From an optimization exercise on the open Yosys and OpenROAD flow, aimed at small area; shortcuts taken in it are not production practice. In this exercise RTL edits were held to simulation tests only and were not proved equivalent to the original.

## flow/design.v (module list and top-level ports; edited modules follow where they fit)
// module fir: 1265 lines
// module fa: 4 lines
// module ha: 4 lines
// module hn: 4 lines
module fir(
    input clk,
    input rst,
    input signed [15:0] x_in,
    output reg signed [31:0] y_out
);
  // ...
==> flow/flow/run.sh <==
#!/bin/bash
# Own flow: the standard layout (standard.sh) with two changes:
#  - the port buffers that global placement inserts are the smallest buffer
#    cell (buf_1) instead of the default choice;
#  - clock tree synthesis does not add dummy loads.
set -euo pipefail
export BUFFER_PORTS_ARGS="-buffer_cell sky130_fd_sc_hd__buf_1"
export CTS_ARGS="-sink_clustering_enable -repair_clock_nets -sink_clustering_size 18 -sink_clustering_max_diameter 70 -buf_list sky130_fd_sc_hd__clkbuf_8 -dont_use_dummy_load"
bash standard.sh > standard.log 2>&1
==> flow/standard.sh <==
#!/bin/bash
# synth_recipe.tcl (not shown) runs the flow's synth.tcl, then flattens the netlist and writes it again
# the make line also repeats each setting of config.mk as NAME=value (left out here)
make -C /OpenROAD-flow-scripts/flow DESIGN_CONFIG=/design/flow/config.mk WORK_HOME=/design/flow/orfs CLKGATE_MAP_FILE= SYNTH_SCRIPT=/design/flow/synth_recipe.tcl "${@:-finish}"
==> flow/config.mk <==
export PLATFORM = sky130hd
export DESIGN_NAME = fir
export DESIGN_NICKNAME = fir
export VERILOG_FILES = /design/flow/design.v
export SDC_FILE = /design/flow/constraint.sdc
export NUM_CORES = 4
export LEC_CHECK = 0
export CAP_MARGIN = 20
export CORE_MARGIN = 2
export CORE_UTILIZATION = 60
export CTS_BUF_LIST = sky130_fd_sc_hd__clkbuf_8
export CTS_CLUSTER_DIAMETER = 70
export CTS_CLUSTER_SIZE = 18
export GPL_TIMING_DRIVEN = 0
export PLACE_DENSITY = 0.75
export SLEW_MARGIN = 20
export SYNTH_HIERARCHICAL = 1
export SYNTH_MINIMUM_KEEP_SIZE = 0
==> flow/constraint.sdc <==
create_clock -name core_clock -period 12.0 [get_ports {clk}]
set_input_delay 2.4000 -clock core_clock [delete_from_list [all_inputs] [get_ports {clk}]]
set_output_delay 2.4000 -clock core_clock [all_outputs]
set_load 0.01 [all_outputs]
==> flow_summary.yaml, run 1 <==
yosys:
  synth_top_family_by_area: "adder cells"
  syn-cell-area_um2: 19500
  synth_common_cells: "fa_1, dfrtp_1, inv_1"
status:
  outcome: "timing/DRC/antenna clean"
clock_tree:
  cts_max_path_buffers: 3
  worstSkewPairLatency_ns: 0.59
  ctsResizeCount: 16
drt:
  met2WireLength_um: 17300
  via_count: 8732
  vias_per_cell: 5.47
  wire_per_inst_um: 25.0
  routed-wl-met3_um: 3420
  maxUsedRoutingLayer: "met4"
worst_setup_path:
  endpoint: "y_out[29]"
  path_max_fanout: 4
  crit_cells: 31
  worstSetupStartpointType: "flip-flop"
die:
  coreArea_um2: 31800
final_layout:
  nFlopsAndLatches: 288
  clock_area_share_pct: 1.51
  multi_input_area_share_pct: 57.0
  design_area_um2: 20900
sta:
  final.min_clock_period_ns: 11.74
  maxSlewHeadroom_pct: 38.2
==> run 2, diff against run 1 <==
--- a/flow/config.mk
+++ b/flow/config.mk
@@ -7,12 +7,11 @@
 export LEC_CHECK = 0
 export CAP_MARGIN = 20
 export CORE_MARGIN = 2
-export CORE_UTILIZATION = 60
+export CORE_UTILIZATION = 70
 export CTS_BUF_LIST = sky130_fd_sc_hd__clkbuf_8
 export CTS_CLUSTER_DIAMETER = 70
 export CTS_CLUSTER_SIZE = 18
-export GPL_TIMING_DRIVEN = 0
-export PLACE_DENSITY = 0.75
+export PLACE_DENSITY = 0.85
 export SLEW_MARGIN = 20
 export SYNTH_HIERARCHICAL = 1
 export SYNTH_MINIMUM_KEEP_SIZE = 0
==> run 2 against run 1 <==
Still clean. Die area fell by 14%. Critical path depth did not move. Via count rose by 1.8%. Synthesized cell count did not move. Area after synthesis did not move. Final area fell by 1.2%. Critical endpoint is now y_out[30]. Largest cell class unchanged. Highest routed layer is now met5.
==> flow_summary.yaml, run 2 <==
worst_setup_path:
  rr_worst_depth: 31
  r2r_setup_slack_ns: 0.27
  reg2reg_to: "y_out[30]"
  r2r_start: "r13[0]"
  end_kind: "flip-flop"
  path_buf_inv: 1
  cp.arrival_ns: 12.12
  crit_type: "reg2reg"
  cp_slowest_cell: "fa_2"
  path_common_cell: "fa_1"
  worstSetupStartpointType: "flip-flop"
  critPathTopFamily: "adder cells"
  max_stage_delay_ns: 0.60
  path_max_fanout: 4
  cp.required_ns: 12.40
yosys:
  async_reset_ff_share_pct: 100
  ys_ff_latch: 288
  yosysMostFrequentCell: "fa_1"
  netlist_top_cells_area: "fa_1, dfrtp_1, ha_1, inv_1, dfstp_2"
  yosysWarnings: 7
  synth_common_cells: "fa_1, dfrtp_1, inv_1"
  synth_sequential_area_ratio_pct: 37.1
  syn-cell-area_um2: 19500
  synth_cell_types: 33
  synth.avg_cell_area_um2: 18.2
  yosys_most_used_dff: "dfrtp_1"
  syn_inst: 1069
  synth_nets: 1668
  synth.largest_area_cell: "fa_1"
  synth_top_area_share_pct: 55.0
  synth_edf_count: 0
status:
  outcome: "timing/DRC/antenna clean"
sta:
  finalHoldViolCount: 0
  fin_tns_setup_ns: 0
  drv_slew: 0
  max_freq_mhz: 85.3
  maxSlewHeadroom_pct: 45.9
  setup_violations: 0
  rsz0062_at_grt: "false"
  finClkSkew_ns: 0.0504
  final.min_clock_period_ns: 11.73
  fin_crit_sh_pct: 97.7
  tightest_slew_ns: 0.811
drt:
  drc: 0
  wl_um: 40400
  ant_nets: 0
  drt-pass1-iter-count: 5
  drt_iter0_markers: 825
  wire_per_inst_um: 26.4
  via_count: 8889
  vias_per_cell: 5.81
placed_design:
  placedCellCount: 1507
  gp_congestion: 0.939
  dp_hpwl_um: 35700
  io_buffers: 49
final_layout:
  fin_nets: 1754
  top_register: "y_out"
  layout-drive-gt1-share_pct: 8.67
  final_cells: 1531
  layout_commonest_cell: "fa_1"
  area.growth.synth_to_final_pct: 6.19
  largest_register_ffs: 32
  n_antenna_cell: 0
  layout_common_cells: "fa_1, dfrtp_1, inv_1"
clock_tree:
  cts_max_path_buffers: 3
  cts_max_level: 1
  cts_inserted_buffers: 22
  cts.sink_count: 288
  cts_root_buffer: "clkbuf_8"
  cts_tree: "built"
  worstSkewPairLatency_ns: 0.57
  cts_hold_buf: 0
  path_clk_slew_ns: 0.11
die:
  coreArea_um2: 27600
  die_area_um2: 29200
  fp.dieW_um: 171
  ioPinCount: 50
  start_util_pct: 70.7
  die_h_um: 171
  num_rows: 61
hold_path:
  min_path_cells: 0
  min_to: "r7[15]"
  hold_path_class: "reg2reg"
  min_from: "r6[15]"
global_routing:
  grt_overflow: 0
  grt_util_all_layers_pct: 30.7
  grt_pass1_wl_um: 62200
  grt_pass1_vias: 10500
  grt_max_degree: 122
  antenna_found_initial: 0
job:
  cap_violations: 0
## run 2: cell types whose count changed in the layout (fill, tap and decap cells not counted), moves of 2 or more
cell | before | now
buf_4 | 19 | 11
fa_1 | 478 | 496
fa_2 | 57 | 39
ha_1 | 42 | 44
ha_4 | 4 | 1
## run 2: through the flow
step	util (%)	hold slack [ns]	instance area, um2	setup WS [ns]
final	75.1	0.338	20700	0.273
after global routing	75.1	0.341	20700	0.00120
after detailed placement	73.4	0.336	20200	0.0534
after floorplan	-	0.331	19500	0.662
after CTS	74.5	0.341	20500	0.0106
after global placement	73.4	0.332	20200	0.244
## run 2: cell type report
class                   instances  area, um2
inverters                     142        541
multi-input cells             639      11800
clock buffers                  22        303
well taps                     378        473
fillers                      1575       6870
repair buffers                 62        305
flip-flops and latches        288       7230
## run 2: worst register-to-register path, delay by kind of cell, from the launching register on
kind | cells | cell delay [ns]
AO/OA/AOI/OAI | 4 | 0.80
buffers and inverters | 1 | 0.07
flip-flops | 1 | 0.42
XOR/XNOR | 1 | 0.14
adder cells (fa/ha/maj) | 25 | 10.15
## run 2: modules after synthesis, one instance, submodules excluded
module | cell area (um2) | copies in the design | cells inside | flops+latches
fir | 8350 | 1 | 500 | 288
fa | 20.0 | 534 | 1 | 0
ha | 12.5 | 35 | 1 | 0
## run 2: timing repair
item                                    in CTS  in global routing
gates resized for setup                      3                 40
buffers inserted                             0                  1
pin swaps                                    0                  4
endpoints found under the setup margin       2                  8
## run 2: logic make-up (layout without fill, tap and decap cells)
logic type / Yosys count / after routing / share of synthesized area [%]
adder cells (fa/ha/maj): 581 / 581 / 57.9
flip-flops: 288 / 288 / 37.1
buffers and inverters: 142 / 226 / 2.74
AO/OA/AOI/OAI: 26 / 26 / 1.10
AND/OR/NAND/NOR: 20 / 20 / 0.585
XOR/XNOR: 12 / 12 / 0.540
## run 2: routing by layer
layer  track usage, %  routed length (um)  vias to the layer above
li1                 -                   -                     3360
met1             48.1               16700                     5019
met2             41.9               17600                      448
met3             12.9                5110                       60
met4             6.67                 951                        2
met5                0                  65                        -
## run 2: worst max path at each step
stage	slack, ns	to	cells past startpoint	start
2_1_floorplan	0.66	y_out[31]	31	r7[0]
3_3_place_gp	0.24	y_out[31]	31	r1[0]
3_5_place_dp	0.05	y_out[31]	31	r7[0]
4_1_cts	0.01	y_out[31]	31	r9[0]
5_1_grt	0.001	y_out[30]	31	r13[0]
6_report	0.27	y_out[30]	31	r13[0]
==> run 3, diff against run 2 <==
--- a/flow/config.mk
+++ b/flow/config.mk
@@ -7,11 +7,11 @@
 export LEC_CHECK = 0
 export CAP_MARGIN = 20
 export CORE_MARGIN = 2
-export CORE_UTILIZATION = 70
+export CORE_UTILIZATION = 60
 export CTS_BUF_LIST = sky130_fd_sc_hd__clkbuf_8
 export CTS_CLUSTER_DIAMETER = 70
 export CTS_CLUSTER_SIZE = 18
-export PLACE_DENSITY = 0.85
+export PLACE_DENSITY = 0.75
 export SLEW_MARGIN = 20
 export SYNTH_HIERARCHICAL = 1
 export SYNTH_MINIMUM_KEEP_SIZE = 0
==> run 3 against run 2 <==
Synthesized cell count stayed put. Sequential cell count stayed put. Sequential share of layout area is 0.13 points lower. Critical path depth is 1 lower. Routed wire length is 4.0% higher. Count of clock-buffer cells in the layout is 1 lower. First-iteration DRC count is 9.5% lower. Highest routed layer is now met4.
==> flow_summary.yaml, run 3 <==
drt:
  maxUsedRoutingLayer: "met4"
  routed-wl-met3_um: 5130
  wire_per_inst_um: 26.4
  ant_nets: 0
  drt-pass1-iter-count: 6
  m1WireLength_um: 18000
  wl_um: 42000
  met2WireLength_um: 17900
  via_count: 8870
  drt_iter0_markers: 747
  vias_per_cell: 5.56
  drc: 0
yosys:
  netlist_top_cells_area: "fa_1, dfrtp_1, ha_1, inv_1, dfstp_2"
  synth.avg_cell_area_um2: 18.2
  yosysWarnings: 7
  synth.largest_area_cell: "fa_1"
  synth_sequential_area_ratio_pct: 37.1
  ys_ff_latch: 288
  synth_common_cells: "fa_1, dfrtp_1, inv_1"
  synth_cell_types: 33
  async_reset_ff_share_pct: 100
  yosys_most_used_dff: "dfrtp_1"
  synth_edf_count: 0
  yosysMostFrequentCell: "fa_1"
  syn_inst: 1069
  synth_top_area_share_pct: 55.0
  synth_nets: 1668
  syn-cell-area_um2: 19500
worst_setup_path:
  endpoint: "y_out[31]"
  path_common_cell: "fa_1"
  end_kind: "flip-flop"
  path_max_fanout: 4
  cp.arrival_ns: 12.18
  rr_worst_depth: 30
  r2r_setup_slack_ns: 0.27
  worstSetupStartpointType: "flip-flop"
  crit_type: "reg2reg"
  max_stage_delay_ns: 0.59
  reg2reg_to: "y_out[31]"
  cp_slowest_cell: "fa_1"
  cp.required_ns: 12.46
  startpoint: "r6[0]"
  r2r_start: "r6[0]"
sta:
  final.min_clock_period_ns: 11.73
  max_freq_mhz: 85.3
  setup_violations: 0
  tightest_slew_ns: 0.891
  fin_hold_ws_ns: 0.346
  drv_slew: 0
  fin_crit_sh_pct: 97.7
  maxSlewHeadroom_pct: 40.6
  finalHoldViolCount: 0
  finClkSkew_ns: 0.0394
  fin_tns_setup_ns: 0
hold_path:
  min_path_cells: 0
  hold_path_class: "reg2reg"
placed_design:
  dp_hpwl_um: 37200
  io_buffers: 49
  placedCellCount: 1571
  gp_congestion: 0.976
  dpl-instance-area_um2: 20300
final_layout:
  layout-drive-gt1-share_pct: 8.54
  final_cells: 1594
  design_area_um2: 20800
  largest_register_ffs: 32
  multiInputGateArea_um2: 11800
  n_antenna_cell: 0
  nFillCells: 2195
  area.growth.synth_to_final_pct: 6.60
  layout_common_cells: "fa_1, dfrtp_1, inv_1"
  layout_commonest_cell: "fa_1"
  regArea_um2: 7230
  fin_nets: 1760
  top_register: "y_out"
clock_tree:
  worstSkewPairLatency_ns: 0.59
  cts_max_level: 1
  cts.sink_count: 288
  cts_inserted_buffers: 21
  cts_root_buffer: "clkbuf_8"
  cts_tree: "built"
  cts_max_path_buffers: 3
  path_clk_slew_ns: 0.11
global_routing:
  grt_pass1_wl_um: 64300
  grt_pass1_vias: 10500
  grt_max_degree: 81
  grt_overflow: 0
  antenna_found_initial: 0
  grt_util_all_layers_pct: 27.3
die:
  ioPinCount: 50
  num_rows: 65
  start_util_pct: 61.3
  fp.dieW_um: 184
  coreArea_um2: 31800
  die_area_um2: 33900
  die_h_um: 184
status:
  outcome: "timing/DRC/antenna clean"
job:
  cap_violations: 0
## run 3: layer usage
metal | track usage, % | vias up
li1 | - | 3369
met1 | 42.7 | 5024
met2 | 36.9 | 422
met3 | 11.0 | 55
met4 | 5.92 | 0
met5 | 0 | -
## run 3: cell families (layout without fill, tap and decap cells)
logic type | Yosys count | count (layout) | synth area share, %
DFF | 288 | 288 | 37.1
xor gates and xnor gates | 12 | 12 | 0.540
adders and majority gates | 581 | 581 | 57.9
and+or+nand+nor | 20 | 20 | 0.585
AOI/OAI and AO/OA | 26 | 26 | 1.10
buffers and inverters | 142 | 232 | 2.74
## run 3: worst min path at each step
stage	from	to	slack (ns)
2_1_floorplan	r0[0]	r1[0]	0.33
3_3_place_gp	r0[4]	r1[4]	0.33
3_5_place_dp	r0[1]	r1[1]	0.33
4_1_cts	r4[15]	r5[15]	0.35
5_1_grt	r4[15]	r5[15]	0.35
6_report	r4[15]	r5[15]	0.35
## run 3: Yosys stat by module (local to each module, per instance)
module	cell area (um2)	flip-flops and latches
ha	12.5	0
fir	8350	288
fa	20.0	0
## run 3: final cells by class
cell class / instances / area share [%]
clock buffer: 21 / 1.39
inverter: 142 / 2.60
multi-input combinational: 639 / 57.0
sequential: 288 / 34.8
tap: 435 / 2.62
timing repair buffer: 69 / 1.61
## run 3: repair_timing
action	CTS	global route
endpoints found under the setup margin	0	9
resized for setup	0	36
hold buffers	0	0
setup buffers	0	2
## run 3: critical path: cells and delay by family, from the launching register on
family	cells	cell delay, ns
AO/OA/AOI/OAI	3	0.83
buffers and inverters	1	0.04
flip-flops	1	0.41
adder cells (fa/ha/maj)	24	10.08
AND/OR/NAND/NOR	2	0.24
## run 3: per-stage QoR
step	util, %	worst slack (ns)
floorplan	-	0.662
global placement	64.0	0.215
detailed placement	64.0	0.0750
CTS	64.9	0.0249
global route	65.3	-0.0399
finish	65.3	0.275
==> run 4, diff against run 3 <==
--- a/flow/config.mk
+++ b/flow/config.mk
@@ -5,13 +5,13 @@
 export SDC_FILE = /design/flow/constraint.sdc
 export NUM_CORES = 4
 export LEC_CHECK = 0
-export CAP_MARGIN = 20
+export CAP_MARGIN = 0
 export CORE_MARGIN = 2
 export CORE_UTILIZATION = 60
 export CTS_BUF_LIST = sky130_fd_sc_hd__clkbuf_8
 export CTS_CLUSTER_DIAMETER = 70
 export CTS_CLUSTER_SIZE = 18
 export PLACE_DENSITY = 0.75
-export SLEW_MARGIN = 20
+export SLEW_MARGIN = 0
 export SYNTH_HIERARCHICAL = 1
 export SYNTH_MINIMUM_KEEP_SIZE = 0
==> run 4 against run 3 <==
Die area unchanged. Via count unchanged. Fmax unchanged. Count of clock-buffer cells in the layout unchanged. Non-clock buffer count unchanged. Area after synthesis unchanged. Cell count unchanged. Global-route usage unchanged. Sequential cell count unchanged. Critical path depth unchanged. Critical path type unchanged. Highest routed layer unchanged.
==> flow_summary.yaml, run 4 <==
global_routing:
  grt_util_all_layers_pct: 27.3
  grt_max_degree: 81
  grt_overflow: 0
  grt_pass1_vias: 10500
  antenna_found_initial: 0
  grt_pass1_wl_um: 64300
clock_tree:
  cts_root_buffer: "clkbuf_8"
  path_clk_slew_ns: 0.11
  cts_tree: "built"
  cts_inserted_buffers: 21
  cts_max_path_buffers: 3
  worstSkewPairLatency_ns: 0.59
  cts.sink_count: 288
  cts_max_level: 1
  cts_hold_buf: 0
drt:
  drt_iter0_markers: 747
  via_count: 8870
  wire_per_inst_um: 26.4
  wl_um: 42000
  drt-pass1-iter-count: 6
  drc: 0
  vias_per_cell: 5.56
  ant_nets: 0
yosys:
  synth_edf_count: 0
  yosys_most_used_dff: "dfrtp_1"
  synth.largest_area_cell: "fa_1"
  ys_ff_latch: 288
  synth.avg_cell_area_um2: 18.2
  netlist_top_cells_area: "fa_1, dfrtp_1, ha_1, inv_1, dfstp_2"
  synth_top_area_share_pct: 55.0
  syn-cell-area_um2: 19500
  synth_nets: 1668
  async_reset_ff_share_pct: 100
  yosysMostFrequentCell: "fa_1"
  yosysWarnings: 7
  synth_cell_types: 33
  synth_sequential_area_ratio_pct: 37.1
  synth_common_cells: "fa_1, dfrtp_1, inv_1"
  syn_inst: 1069
sta:
  setup_violations: 0
  maxSlewHeadroom_pct: 40.6
  fin_crit_sh_pct: 97.7
  final.min_clock_period_ns: 11.73
  finalHoldViolCount: 0
  tightest_slew_ns: 0.891
  max_freq_mhz: 85.3
  finClkSkew_ns: 0.0394
  drv_slew: 0
die:
  ioPinCount: 50
  coreArea_um2: 31800
  die_h_um: 184
  fp.dieW_um: 184
  die_area_um2: 33900
  start_util_pct: 61.3
  num_rows: 65
hold_path:
  hold_path_class: "reg2reg"
final_layout:
  layout_common_cells: "fa_1, dfrtp_1, inv_1"
  largest_register_ffs: 32
  layout-drive-gt1-share_pct: 8.54
  nFillCells: 2195
  fin_nets: 1760
  n_antenna_cell: 0
  layout_commonest_cell: "fa_1"
  final_cells: 1594
  area.growth.synth_to_final_pct: 6.60
  fin_util_pct: 65.3
  top_register: "y_out"
  design_area_um2: 20800
worst_setup_path:
  cp.arrival_ns: 12.18
  path_common_cell: "fa_1"
  crit_type: "reg2reg"
  end_kind: "flip-flop"
  cp.required_ns: 12.46
  max_stage_delay_ns: 0.59
  path_buf_inv: 1
  path_max_fanout: 4
  worstSetupStartpointType: "flip-flop"
  cp_slowest_cell: "fa_1"
  critPathTopFamily: "adder cells"
placed_design:
  io_buffers: 49
  gp_congestion: 0.976
  dp_hpwl_um: 37200
  dpl-instance-area_um2: 20300
  placedCellCount: 1571
status:
  outcome: "timing/DRC/antenna clean"
job:
  cap_violations: 0
## run 4: per-module statistics from Yosys (local to each module, per instance)
| module | cells | area [um2] | times used |
|---|---|---|---|
| fir | 500 | 8350 | 1 |
| fa | 1 | 20.0 | 534 |
| ha | 1 | 12.5 | 35 |
## run 4: kinds of logic (layout without fill, tap and decap cells)
family                   after synthesis  count (layout)  share of synthesized area, %
AND/OR/NAND/NOR                       20              20                         0.585
adder cells (fa/ha/maj)              581             581                          57.9
XOR/XNOR                              12              12                         0.540
buffers and inverters                142             232                          2.74
AO/OA/AOI/OAI                         26              26                          1.10
flip-flops                           288             288                          37.1
## run 4: layout make-up
type	count	area, um2	share of cell area (%)
multi-input cells	639	11800	57.0
flip-flops and latches	288	7230	34.8
well taps	435	544	2.62
inverters	142	541	2.60
repair buffers	69	334	1.61
clock buffers	21	289	1.39
## run 4: final timing paths
kind	cells past startpoint	end	from	slack [ns]
max	30	y_out[31]	r6[0]	0.27
min reg2reg	0	r5[15]	r4[15]	0.35
min in group asynchronous	2	y_out[22]	rst	1.91
max in group asynchronous	4	r12[12]	rst	8.00
min	0	r5[15]	r4[15]	0.35
max reg2reg	30	y_out[31]	r6[0]	0.27
## run 4: layer usage
layer  wire (um)  GRT usage, %
met5           0             0
met4        1050          5.92
met1       18000          42.7
met3        5130          11.0
met2       17900          36.9
## run 4: repair_timing
action | in CTS | in global routing
resized for setup | 0 | 36
setup endpoints to repair | 0 | 9
setup buffers | 0 | 2
## run 4: metrics by stage
| step | setup TNS (ns) | hold WS, ns | worst slack, ns |
|---|---|---|---|
| 4_1_cts | 0 | 0.347 | 0.0249 |
| 3_5_place_dp | 0 | 0.335 | 0.0750 |
| 6_report | 0 | 0.346 | 0.275 |
| 5_1_grt | -0.0534 | 0.347 | -0.0399 |
| 2_1_floorplan | 0 | 0.331 | 0.662 |
| 3_3_place_gp | 0 | 0.333 | 0.215 |
==> run 5, diff against run 4 <==
--- a/flow/config.mk
+++ b/flow/config.mk
@@ -5,13 +5,13 @@
 export SDC_FILE = /design/flow/constraint.sdc
 export NUM_CORES = 4
 export LEC_CHECK = 0
-export CAP_MARGIN = 0
+export CAP_MARGIN = 8
 export CORE_MARGIN = 2
 export CORE_UTILIZATION = 60
 export CTS_BUF_LIST = sky130_fd_sc_hd__clkbuf_8
 export CTS_CLUSTER_DIAMETER = 70
 export CTS_CLUSTER_SIZE = 18
 export PLACE_DENSITY = 0.75
-export SLEW_MARGIN = 0
+export SLEW_MARGIN = 8
 export SYNTH_HIERARCHICAL = 1
 export SYNTH_MINIMUM_KEEP_SIZE = 0
==> run 5 against run 4 <==
Still clean on timing, DRC and antenna. Final area stayed put. Cell count is the same. Clock skew is the same. First-iteration DRC count unchanged. Fmax unchanged. Critical path depth unchanged. Worst setup slack is the same. Sequential share of layout area unchanged. Sequential cell count unchanged. Critical path type unchanged. Highest routed layer unchanged.
==> flow_summary.yaml, run 5 <==
worst_setup_path:
  reg2reg_to: "y_out[31]"
  r2r_start: "r6[0]"
  end_kind: "flip-flop"
  worstSetupStartpointType: "flip-flop"
  crit_type: "reg2reg"
  max_stage_delay_ns: 0.59
  cp.required_ns: 12.46
  cp_slowest_cell: "fa_1"
  cp.arrival_ns: 12.18
  path_common_cell: "fa_1"
  rr_worst_depth: 30
  path_max_fanout: 4
  r2r_setup_slack_ns: 0.27
yosys:
  syn-cell-area_um2: 19500
  syn_inst: 1069
  synth_top_area_share_pct: 55.0
  yosysWarnings: 7
  async_reset_ff_share_pct: 100
  ys_ff_latch: 288
  synth_sequential_area_ratio_pct: 37.1
  synth.avg_cell_area_um2: 18.2
  synth.largest_area_cell: "fa_1"
  synth_edf_count: 0
  netlist_top_cells_area: "fa_1, dfrtp_1, ha_1, inv_1, dfstp_2"
  yosys_most_used_dff: "dfrtp_1"
  synth_cell_types: 33
  synth_nets: 1668
  synth_common_cells: "fa_1, dfrtp_1, inv_1"
  yosysMostFrequentCell: "fa_1"
drt:
  ant_nets: 0
  drc: 0
  wire_per_inst_um: 26.4
  vias_per_cell: 5.56
  drt-pass1-iter-count: 6
  wl_um: 42000
  via_count: 8870
  drt_iter0_markers: 747
final_layout:
  top_register: "y_out"
  layout_commonest_cell: "fa_1"
  layout-drive-gt1-share_pct: 8.54
  n_antenna_cell: 0
  nFillCells: 2195
  multiInputGateArea_um2: 11800
  regArea_um2: 7230
  fin_nets: 1760
  largest_register_ffs: 32
  area.growth.synth_to_final_pct: 6.60
  layout_common_cells: "fa_1, dfrtp_1, inv_1"
sta:
  tightest_slew_ns: 0.891
  max_freq_mhz: 85.3
  fin_ws_ns: 0.275
  maxSlewHeadroom_pct: 40.6
  finClkSkew_ns: 0.0394
  fin_crit_sh_pct: 97.7
  finalHoldViolCount: 0
  final.min_clock_period_ns: 11.73
  drv_slew: 0
  fin_hold_ws_ns: 0.346
  setup_violations: 0
clock_tree:
  cts_hold_buf: 0
  cts.sink_count: 288
  cts_root_buffer: "clkbuf_8"
  cts_max_path_buffers: 3
  cts_max_level: 1
  cts_tree: "built"
  worstSkewPairLatency_ns: 0.59
  path_clk_slew_ns: 0.11
  cts_inserted_buffers: 21
placed_design:
  dp_worst_setup_slack_ns: 0.0750
  dp_hpwl_um: 37200
  io_buffers: 49
  gp_congestion: 0.976
die:
  ioPinCount: 50
  start_util_pct: 61.3
  die_h_um: 184
  die_area_um2: 33900
  num_rows: 65
  fp.dieW_um: 184
  coreArea_um2: 31800
global_routing:
  antenna_found_initial: 0
  grt_pass1_wl_um: 64300
  grt_max_degree: 81
  grt_pass1_vias: 10500
  grt_overflow: 0
  grt_util_all_layers_pct: 27.3
hold_path:
  min_from: "r4[15]"
  min_path_cells: 0
  hold_path_class: "reg2reg"
  min_to: "r5[15]"
job:
  cap_violations: 0
status:
  outcome: "timing/DRC/antenna clean"
-- run 5: worst max-delay path by stage --
stage | start | to | slack [ns] | cells after the start
after detailed placement | r3[0] | y_out[31] | 0.08 | 30
after CTS | r3[0] | y_out[31] | 0.02 | 30
after floorplan | r7[0] | y_out[31] | 0.66 | 31
after global routing | r3[0] | y_out[30] | -0.04 | 31
final | r6[0] | y_out[31] | 0.27 | 30
after global placement | r7[0] | y_out[31] | 0.21 | 31
-- run 5: cell families after synthesis --
family | after synthesis | synth area share [%]
AOI/OAI and AO/OA | 26 | 1.10
xor gates and xnor gates | 12 | 0.540
adders and majority gates | 581 | 57.9
buffers and inverters | 142 | 2.74
DFF | 288 | 37.1
and+or+nand+nor | 20 | 0.585
-- run 5: routing by layer --
layer | vias to the layer above | global-route usage (%) | share of wire [%]
met1 | 5024 | 42.7 | 43
met2 | 422 | 36.9 | 43
met3 | 55 | 11.0 | 12
met4 | 0 | 5.92 | 2.5
li1 | 3369 | - | -
met5 | - | 0 | 0
-- run 5: stage by stage --
| stage | std cells | TNS (ns) | util, % | instance area (um2) |
|---|---|---|---|---|
| global placement | 1571 | 0 | 64.0 | 20300 |
| CTS | 1592 | 0 | 64.9 | 20600 |
| finish | 1594 | 0 | 65.3 | 20800 |
| detailed placement | 1571 | 0 | 64.0 | 20300 |
| global route | 1594 | -0.0534 | 65.3 | 20800 |
| floorplan | 1069 | 0 | - | 19500 |
-- run 5: cell type report --
cell class	count	share of cell area (%)
timing repair buffer	69	1.61
clock buffer	21	1.39
sequential	288	34.8
tap	435	2.62
inverter	142	2.60
multi-input combinational	639	57.0
-- run 5: critical path, delay by kind of cell (launching register included) --
family          cells  cell delay [ns]
flops               1             0.41
fa+ha+maj          24            10.08
compound gates      3             0.83
buf+inv             1             0.04
simple gates        2             0.24
-- run 5: per-module statistics from Yosys, one instance, submodules excluded --
module  cell area, um2  copies in the design  flip-flops and latches
fir               8350                     1                     288
fa                20.0                   534                       0
ha                12.5                    35                       0
-- run 5: repair_timing --
action                                  CTS  global route
resized for setup                         0            36
endpoints found under the setup margin    0             9
buffers inserted                          0             2
==> run 6, diff against run 5 <==
==> flow/flow/run.sh (replaced) <==
#!/bin/bash
# Own flow: the standard layout (standard.sh) with two changes:
#  - the port buffers that global placement inserts are the smallest buffer
#    cell (buf_1) instead of the default choice;
#  - clock tree synthesis does not add dummy loads.
set -euo pipefail
export BUFFER_PORTS_ARGS="-buffer_cell sky130_fd_sc_hd__buf_1"
export CTS_ARGS="-sink_clustering_enable -repair_clock_nets -sink_clustering_size 12 -sink_clustering_max_diameter 50 -buf_list {sky130_fd_sc_hd__clkbuf_4 sky130_fd_sc_hd__clkbuf_8} -dont_use_dummy_load"
bash standard.sh > standard.log 2>&1
--- a/flow/config.mk
+++ b/flow/config.mk
@@ -5,13 +5,13 @@
 export SDC_FILE = /design/flow/constraint.sdc
 export NUM_CORES = 4
 export LEC_CHECK = 0
-export CAP_MARGIN = 8
+export CAP_MARGIN = 20
 export CORE_MARGIN = 2
 export CORE_UTILIZATION = 60
 export CTS_BUF_LIST = sky130_fd_sc_hd__clkbuf_8
 export CTS_CLUSTER_DIAMETER = 70
 export CTS_CLUSTER_SIZE = 18
 export PLACE_DENSITY = 0.75
-export SLEW_MARGIN = 8
+export SLEW_MARGIN = 20
 export SYNTH_HIERARCHICAL = 1
 export SYNTH_MINIMUM_KEEP_SIZE = 0
==> run 6 against run 5 <==
Routed wire length rose by 0.33%. Still clean on timing, DRC and antenna. Sequential share of layout area shrank 0.23 points.
==> flow_summary.yaml, run 6 <==
final_layout:
  final_cells: 1604
  n_antenna_cell: 0
  fin_nets: 1770
  largest_register_ffs: 32
  fin_util_pct: 65.7
  layout_common_cells: "fa_1, dfrtp_1, inv_1"
  layout-drive-gt1-share_pct: 9.24
  layout_commonest_cell: "fa_1"
  area.growth.synth_to_final_pct: 7.29
  top_register: "y_out"
  nFillCells: 2184
sta:
  setup_violations: 0
  drv_slew: 0
  fin_hold_ws_ns: 0.338
  finalHoldViolCount: 0
  fin_tns_setup_ns: 0
  finClkSkew_ns: 0.0349
  maxSlewHeadroom_pct: 40.6
  final.min_clock_period_ns: 11.69
  fin_crit_sh_pct: 97.4
  tightest_slew_ns: 0.890
  max_freq_mhz: 85.6
clock_tree:
  worstSkewPairLatency_ns: 0.60
  cts_inserted_buffers: 31
  cts_hold_buf: 0
  cts_max_path_buffers: 3
  cts.sink_count: 288
  cts_root_buffer: "clkbuf_8"
  cts_max_level: 1
  path_clk_slew_ns: 0.08
  cts_tree: "built"
worst_setup_path:
  end_kind: "flip-flop"
  path_max_fanout: 4
  worstSetupStartpointType: "flip-flop"
  cp_slowest_cell: "fa_1"
  path_common_cell: "fa_1"
  cp.required_ns: 12.46
  crit_type: "reg2reg"
  startpoint: "r3[0]"
  r2r_start: "r3[0]"
  cp.arrival_ns: 12.15
  max_stage_delay_ns: 0.56
yosys:
  synth_edf_count: 0
  synth_top_area_share_pct: 55.0
  synth_nets: 1668
  synth_sequential_area_ratio_pct: 37.1
  async_reset_ff_share_pct: 100
  synth.largest_area_cell: "fa_1"
  synth_common_cells: "fa_1, dfrtp_1, inv_1"
  yosys_most_used_dff: "dfrtp_1"
  ys_ff_latch: 288
  yosysMostFrequentCell: "fa_1"
  synth.avg_cell_area_um2: 18.2
  synth_cell_types: 33
  netlist_top_cells_area: "fa_1, dfrtp_1, ha_1, inv_1, dfstp_2"
  syn_inst: 1069
  yosysWarnings: 7
  syn-cell-area_um2: 19500
hold_path:
  hold_path_class: "reg2reg"
  min_from: "r0[14]"
drt:
  wl_um: 42100
  drt-pass1-iter-count: 5
  via_count: 8926
  wire_per_inst_um: 26.3
  vias_per_cell: 5.56
  drt_iter0_markers: 742
  drc: 0
  ant_nets: 0
die:
  start_util_pct: 61.3
  ioPinCount: 50
  fp.dieW_um: 184
  coreArea_um2: 31800
  die_area_um2: 33900
  die_h_um: 184
  num_rows: 65
global_routing:
  grt_pass1_vias: 10700
  grt_overflow: 0
  antenna_found_initial: 0
  grt_max_degree: 81
  grt_util_all_layers_pct: 27.3
  grt_pass1_wl_um: 64300
status:
  outcome: "timing/DRC/antenna clean"
placed_design:
  dp_hpwl_um: 37200
  io_buffers: 49
  placedCellCount: 1571
  gp_congestion: 0.976
job:
  cap_violations: 0
==> run 6: modules after synthesis, one instance, submodules excluded <==
| module | area (um2) | cells inside | flops+latches | copies in the design |
|---|---|---|---|---|
| ha | 12.5 | 1 | 0 | 35 |
| fir | 8350 | 500 | 288 | 1 |
| fa | 20.0 | 1 | 0 | 534 |
==> run 6: repair_timing <==
action	CTS	global route
setup endpoints to repair	0	9
setup buffers	0	2
gates resized for setup	0	35
==> run 6: worst max-delay path, delay by kind of cell, from the launching register on <==
family,cells,cell delay (ns)
adder cells (fa/ha/maj),25,10.14
AO/OA/AOI/OAI,4,0.79
flip-flops,1,0.40
XOR/XNOR,1,0.14
buffers and inverters,1,0.08
==> run 6: layout make-up <==
type / count / area [um2] / area share, %
clock buffer: 31 / 427 / 2.04
inverter: 142 / 541 / 2.59
multi-input combinational: 639 / 11800 / 56.6
sequential: 288 / 7230 / 34.6
tap: 435 / 544 / 2.60
timing repair buffer: 69 / 334 / 1.60
==> run 6: path summary, 6_finish.rpt <==
check	end	slack [ns]	cells after the start
min reg2reg	r1[14]	0.34	0
max in group asynchronous	r12[14]	8.02	4
max	y_out[30]	0.31	31
max reg2reg	y_out[30]	0.31	31
min	r1[14]	0.34	0
min in group asynchronous	y_out[20]	1.90	2
==> run 6: cells by family after synthesis <==
group           share of synthesized area (%)
fa+ha+maj                                57.9
flops                                    37.1
buf+inv                                  2.74
compound gates                           1.10
simple gates                            0.585
xor+xnor                                0.540
==> run 6: metal layers <==
metal / wire, um / vias to the layer above / global-route usage [%] / share of wire (%)
li1: - / 3391 / - / -
met1: 18000 / 5057 / 42.3 / 43
met2: 18000 / 416 / 36.9 / 43
met3: 5220 / 62 / 11.5 / 12
met4: 956 / 0 / 5.92 / 2.3
met5: 0 / - / 0 / 0
==> run 6: metrics by stage <==
stage,cell area [um2],setup slack (ns)
2_1_floorplan,19500,0.662
3_3_place_gp,20300,0.215
3_5_place_dp,20300,0.0750
4_1_cts,20800,0.0316
5_1_grt,20900,-0.0395
6_report,20900,0.312
==> run 7, diff against run 6 <==
==> flow/flow/run.sh (replaced) <==
#!/bin/bash
# Own flow: the standard layout (standard.sh) with two changes:
#  - the port buffers that global placement inserts are the smallest buffer
#    cell (buf_1) instead of the default choice;
#  - clock tree synthesis does not add dummy loads.
set -euo pipefail
export BUFFER_PORTS_ARGS="-buffer_cell sky130_fd_sc_hd__buf_1"
export CTS_ARGS="-sink_clustering_enable -repair_clock_nets -sink_clustering_size 10 -sink_clustering_max_diameter 40 -buf_list sky130_fd_sc_hd__clkbuf_4 -dont_use_dummy_load"
bash standard.sh > standard.log 2>&1
==> run 7 against run 6 <==
Synthesized cell count stayed put. Count of clock-buffer cells in the layout rose by 10. Sequential share of layout area rose by 0.15 points. Sequential cell count is the same. Fmax about the same. Final area is 0.42% lower.
==> flow_summary.yaml, run 7 <==
final_layout:
  layout_common_cells: "fa_1, dfrtp_1, inv_1"
  fin_nets: 1780
  fin_util_pct: 65.4
  layout_commonest_cell: "fa_1"
  final_cells: 1615
  area.growth.synth_to_final_pct: 6.83
  largest_register_ffs: 32
  design_area_um2: 20800
  top_register: "y_out"
  layout-drive-gt1-share_pct: 10.9
clock_tree:
  cts_root_buffer: "clkbuf_4"
  cts_max_path_buffers: 3
  cts_max_level: 2
  cts_hold_buf: 0
  cts.sink_count: 288
  cts_inserted_buffers: 41
  cts_tree: "built"
  path_clk_slew_ns: 0.10
  worstSkewPairLatency_ns: 0.69
worst_setup_path:
  rr_worst_depth: 31
  end_kind: "flip-flop"
  cp_slowest_cell: "fa_1"
  worstSetupStartpointType: "flip-flop"
  cp.required_ns: 12.57
  max_stage_delay_ns: 0.59
  path_max_fanout: 4
  crit_type: "reg2reg"
  path_common_cell: "fa_1"
  r2r_start: "r6[0]"
  cp.arrival_ns: 12.26
  startpoint: "r6[0]"
placed_design:
  gp_congestion: 0.976
  dp_hpwl_um: 37200
  placedCellCount: 1571
  dpl-instance-area_um2: 20300
  io_buffers: 49
die:
  die_h_um: 184
  die_area_um2: 33900
  coreArea_um2: 31800
  fp.dieW_um: 184
  num_rows: 65
  ioPinCount: 50
  start_util_pct: 61.3
sta:
  rsz0062_at_grt: "true"
  maxSlewHeadroom_pct: 40.0
  max_freq_mhz: 85.5
  fin_tns_setup_ns: 0
  tightest_slew_ns: 0.900
  drv_slew: 0
  finClkSkew_ns: 0.0593
  fin_crit_sh_pct: 97.5
  setup_violations: 0
  finalHoldViolCount: 0
  final.min_clock_period_ns: 11.69
drt:
  vias_per_cell: 5.51
  drc: 0
  wl_um: 42100
  wire_per_inst_um: 26.1
  ant_nets: 0
  drt_iter0_markers: 770
  via_count: 8893
  drt-pass1-iter-count: 5
global_routing:
  grt_util_all_layers_pct: 27.5
  use_met1_pct: 42.6
  grt_pass1_wl_um: 64500
  grt_max_degree: 81
  met2_usage_pct: 36.9
  antenna_found_initial: 1
  grt_most_used_layer: "met1"
  met3_usage_pct: 11.8
  grt_pass1_vias: 10700
  grt_overflow: 0
yosys:
  syn_inst: 1069
  synth_common_cells: "fa_1, dfrtp_1, inv_1"
  synth_top_area_share_pct: 55.0
  synth.largest_area_cell: "fa_1"
  synth_cell_types: 33
  yosys_most_used_dff: "dfrtp_1"
  async_reset_ff_share_pct: 100
  netlist_top_cells_area: "fa_1, dfrtp_1, ha_1, inv_1, dfstp_2"
  synth.avg_cell_area_um2: 18.2
  synth_nets: 1668
  yosysWarnings: 7
  syn-cell-area_um2: 19500
  ys_ff_latch: 288
  synth_edf_count: 0
  synth_sequential_area_ratio_pct: 37.1
  yosysMostFrequentCell: "fa_1"
hold_path:
  hold_path_class: "reg2reg"
  min_path_cells: 0
  min_from: "r3[15]"
job:
  cap_violations: 0
status:
  outcome: "timing/DRC/antenna clean"
-- run 7: cell counts after synthesis --
Identical to the previous run, type by type.
-- run 7: kinds of logic (layout without fill, tap and decap cells) --
group	Yosys count	in the layout	synth area share (%)
XOR/XNOR	12	12	0.540
adder cells (fa/ha/maj)	581	581	57.9
other	0	1	0
flip-flops	288	288	37.1
buffers and inverters	142	252	2.74
AO/OA/AOI/OAI	26	26	1.10
AND/OR/NAND/NOR	20	20	0.585
-- run 7: area by class of cell --
| type | count | area (um2) |
|---|---|---|
| inverters | 142 | 541 |
| multi-input cells | 639 | 11900 |
| fillers | 2203 | 11000 |
| flip-flops and latches | 288 | 7230 |
| clock buffers | 41 | 308 |
| repair buffers | 69 | 334 |
| well taps | 435 | 544 |
| diodes | 1 | 2.50 |
-- run 7: worst max-delay path, delay by kind of cell (launching register included) --
family	cells	cell delay [ns]
compound gates	1	0.17
xor+xnor	1	0.19
fa+ha+maj	24	10.20
buf+inv	2	0.12
flops	1	0.40
simple gates	3	0.50
-- run 7: per-module statistics from Yosys, one instance, submodules excluded --
module,flip-flops and latches,cells inside,cell area [um2]
fa,0,1,20.0
ha,0,1,12.5
fir,288,500,8350
-- run 7: repair_timing --
item                                    4_1_cts  5_1_grt
endpoints found under the setup margin        0        9
setup buffers                                 0        2
resized for setup                             0       46
-- run 7: per-layer routing --
layer	wire (um)	vias to the layer above
met5	0	-
met3	5090	58
met4	923	0
met2	17900	410
li1	-	3439
met1	18200	4986
-- run 7: final timing paths --
check / to / slack (ns)
worst min-delay path: r4[15] / 0.33
max in group asynchronous: r0[6] / 8.09
worst max register to register: y_out[27] / 0.31
min in group asynchronous: y_out[16] / 1.81
worst max-delay path: y_out[27] / 0.31
worst min register to register: r4[15] / 0.33
-- run 7: metrics by stage --
stage	setup WS [ns]	hold WS (ns)
final	0.306	0.330
after global routing	-0.00724	0.330
after CTS	0.00492	0.335
after detailed placement	0.0750	0.335
after global placement	0.215	0.333
after floorplan	0.662	0.331
==> run 8, diff against run 7 <==
==> flow/flow/run.sh (replaced) <==
#!/bin/bash
# Own flow: the standard layout (standard.sh) with two changes:
#  - the port buffers that global placement inserts are the smallest buffer
#    cell (buf_1) instead of the default choice;
#  - clock tree synthesis does not add dummy loads.
set -euo pipefail
export BUFFER_PORTS_ARGS="-buffer_cell sky130_fd_sc_hd__buf_1"
export CTS_ARGS="-sink_clustering_enable -repair_clock_nets -sink_clustering_size 22 -sink_clustering_max_diameter 80 -buf_list sky130_fd_sc_hd__clkbuf_8 -dont_use_dummy_load"
bash standard.sh > standard.log 2>&1
--- a/flow/config.mk
+++ b/flow/config.mk
@@ -9,8 +9,8 @@
 export CORE_MARGIN = 2
 export CORE_UTILIZATION = 60
 export CTS_BUF_LIST = sky130_fd_sc_hd__clkbuf_8
-export CTS_CLUSTER_DIAMETER = 70
-export CTS_CLUSTER_SIZE = 18
+export CTS_CLUSTER_DIAMETER = 80
+export CTS_CLUSTER_SIZE = 22
 export PLACE_DENSITY = 0.75
 export SLEW_MARGIN = 20
 export SYNTH_HIERARCHICAL = 1
==> run 8 against run 7 <==
Die area unchanged. Final area barely moved. Routed wire length fell by 0.31%. Worst setup slack worse by 0.0011 ns. Utilization is essentially flat. Highest routed layer unchanged. Area after synthesis unchanged.
==> flow_summary.yaml, run 8 <==
sta:
  fin_crit_sh_pct: 97.5
  fin_hold_ws_ns: 0.314
  maxSlewHeadroom_pct: 40.3
  rsz0062_at_grt: "false"
  fin_tns_setup_ns: 0
  final.min_clock_period_ns: 11.70
  finalHoldViolCount: 0
  tightest_slew_ns: 0.896
  finClkSkew_ns: 0.0789
  drv_slew: 0
  setup_violations: 0
  max_freq_mhz: 85.5
  fin_ws_ns: 0.305
global_routing:
  grt_pass1_vias: 10500
  grt_util_all_layers_pct: 27.1
  grt_pass1_wl_um: 64000
  grt_overflow: 0
  grt_max_degree: 81
  antenna_found_initial: 0
clock_tree:
  cts_tree: "built"
  cts_hold_buf: 0
  cts_max_path_buffers: 3
  cts_max_level: 1
  cts_root_buffer: "clkbuf_8"
  worstSkewPairLatency_ns: 0.58
  path_clk_slew_ns: 0.12
  cts.sink_count: 288
  cts_inserted_buffers: 19
worst_setup_path:
  cp.arrival_ns: 12.09
  rr_worst_depth: 30
  critPathTopFamily: "adder cells"
  crit_cells: 30
  worstSetupStartpointType: "flip-flop"
  end_kind: "flip-flop"
  r2r_setup_slack_ns: 0.30
  path_max_fanout: 4
  max_stage_delay_ns: 0.59
  reg2reg_to: "y_out[31]"
  crit_type: "reg2reg"
  path_common_cell: "fa_1"
  r2r_start: "r6[0]"
  path_buf_inv: 1
  cp_slowest_cell: "fa_1"
  cp.required_ns: 12.39
yosys:
  synth_sequential_area_ratio_pct: 37.1
  synth_top_area_share_pct: 55.0
  synth.avg_cell_area_um2: 18.2
  synth_edf_count: 0
  async_reset_ff_share_pct: 100
  ys_ff_latch: 288
  netlist_top_cells_area: "fa_1, dfrtp_1, ha_1, inv_1, dfstp_2"
  synth.largest_area_cell: "fa_1"
  yosysMostFrequentCell: "fa_1"
  yosysWarnings: 7
  syn-cell-area_um2: 19500
  syn_inst: 1069
  synth_common_cells: "fa_1, dfrtp_1, inv_1"
  yosys_most_used_dff: "dfrtp_1"
  synth_nets: 1668
  synth_cell_types: 33
drt:
  wire_per_inst_um: 26.3
  wl_um: 41900
  drt-pass1-iter-count: 5
  via_count: 8842
  vias_per_cell: 5.54
  ant_nets: 0
  routed-wl-met3_um: 4900
  met2WireLength_um: 18000
  drt_iter0_markers: 723
  maxUsedRoutingLayer: "met4"
  m1WireLength_um: 18300
  drc: 0
placed_design:
  dpl-instance-area_um2: 20300
  dp_worst_setup_slack_ns: 0.0750
  gp_congestion: 0.976
  dp_hpwl_um: 37200
  io_buffers: 49
job:
  cap_violations: 0
die:
  die_area_um2: 33900
  fp.dieW_um: 184
  coreArea_um2: 31800
  die_h_um: 184
  num_rows: 65
  ioPinCount: 50
  start_util_pct: 61.3
hold_path:
  hold_path_class: "reg2reg"
  min_to: "r4[15]"
  min_from: "r3[15]"
  min_path_cells: 0
final_layout:
  nFillCells: 2191
  top_register: "y_out"
  layout_common_cells: "fa_1, dfrtp_1, inv_1"
  layout-drive-gt1-share_pct: 9.99
  n_antenna_cell: 0
  design_area_um2: 20800
  layout_commonest_cell: "fa_1"
  largest_register_ffs: 32
  fin_nets: 1762
  area.growth.synth_to_final_pct: 6.84
status:
  outcome: "timing/DRC/antenna clean"
[run 8: cell count changes in the layout (fill, tap and decap cells not counted), sizes merged]
cell	before	now
clkbuf	41	19
buf	69	73
diode	1	0
[run 8: per-layer routing]
metal	up-vias	track usage, %
met5	-	0
met4	0	5.28
met3	51	11.1
met2	396	36.8
met1	5022	42.5
li1	3373	-
[run 8: area by class of cell]
class | count | area, um2 | share of cell area, %
inverters | 142 | 541 | 2.60
multi-input cells | 639 | 11900 | 57.1
repair buffers | 73 | 364 | 1.75
flip-flops and latches | 288 | 7230 | 34.7
clock buffers | 19 | 262 | 1.26
well taps | 435 | 544 | 2.62
[run 8: kinds of logic after synthesis]
logic type,count (synthesis),share of synthesized area [%]
AO/OA/AOI/OAI,26,1.10
AND/OR/NAND/NOR,20,0.585
flip-flops,288,37.1
XOR/XNOR,12,0.540
buffers and inverters,142,2.74
adder cells (fa/ha/maj),581,57.9
[run 8: worst max path at each step]
stage                      from   endpoint  slack (ns)
after floorplan           r7[0]  y_out[31]        0.66
after global placement    r7[0]  y_out[31]        0.21
after detailed placement  r3[0]  y_out[31]        0.08
after CTS                 r3[0]  y_out[31]        0.02
after global routing      r4[0]  y_out[29]       0.005
final                     r6[0]  y_out[31]        0.30
[run 8: modules after synthesis (local to each module, per instance)]
module,area [um2],flip-flops and latches,cells,copies in the design
fir,8350,288,500,1
ha,12.5,0,1,35
fa,20.0,0,1,534
[run 8: worst register-to-register path: cells and delay by family, from the launching register on]
kind	cells	cell delay, ns
adders and majority gates	24	9.98
and+or+nand+nor	2	0.23
buffers and inverters	1	0.04
AOI/OAI and AO/OA	3	0.86
DFF	1	0.42
[run 8: repair_timing]
action,in CTS,in global routing
pin swaps,1,10
buffers inserted,0,6
setup endpoints to repair,1,8
resized for setup,4,46
[run 8: stage by stage]
step                      utilization, %  cells
after global placement              64.0   1571
after detailed placement            64.0   1571
after global routing                65.4   1596
final                               65.4   1596
after CTS                           64.8   1590
after floorplan                        -   1069

## what the ideal ports hide
How much do the figures lean on ideal ports? The routed layouts below were timed once more, with nothing changed but the port constraints.
Step 1 sets driving cells, clkbuf_16 on the clock port and buf_2 on the other inputs (assumed; they add their load-dependent delay and slew).
Step 2 also shifts input and output timing later by t, the mid clock arrival at the registers, as if the neighbouring blocks saw the same clock.
a / b / c = no drivers / after step 1 / after step 2; a / b = the first two.
run	shift t [ns]	slack for setup (ns)	hold slack, ns	worst register clock-pin slew, ns	worst data-port slew with drivers (ns)
run 1	0.608	0.263 / 0.263 / 0.263	0.355 / 0.355 / 0.355	0.11 / 0.11	0.04
run 2	0.591	0.273 / 0.273 / 0.273	0.338 / 0.338 / 0.338	0.11 / 0.11	0.05
run 3	0.605	0.275 / 0.275 / 0.275	0.346 / 0.346 / 0.346	0.11 / 0.11	0.03
run 4	0.605	0.275 / 0.275 / 0.275	0.346 / 0.346 / 0.346	0.11 / 0.11	0.03
run 5	0.605	0.275 / 0.275 / 0.275	0.346 / 0.346 / 0.346	0.11 / 0.11	0.03
run 6	0.636	0.312 / 0.312 / 0.312	0.338 / 0.338 / 0.338	0.08 / 0.08	0.03
run 7	0.696	0.306 / 0.306 / 0.306	0.330 / 0.330 / 0.330	0.11 / 0.11	0.03
run 8	0.587	0.305 / 0.305 / 0.305	0.314 / 0.314 / 0.314	0.12 / 0.12	0.03
After both steps every run listed still meets setup and hold.
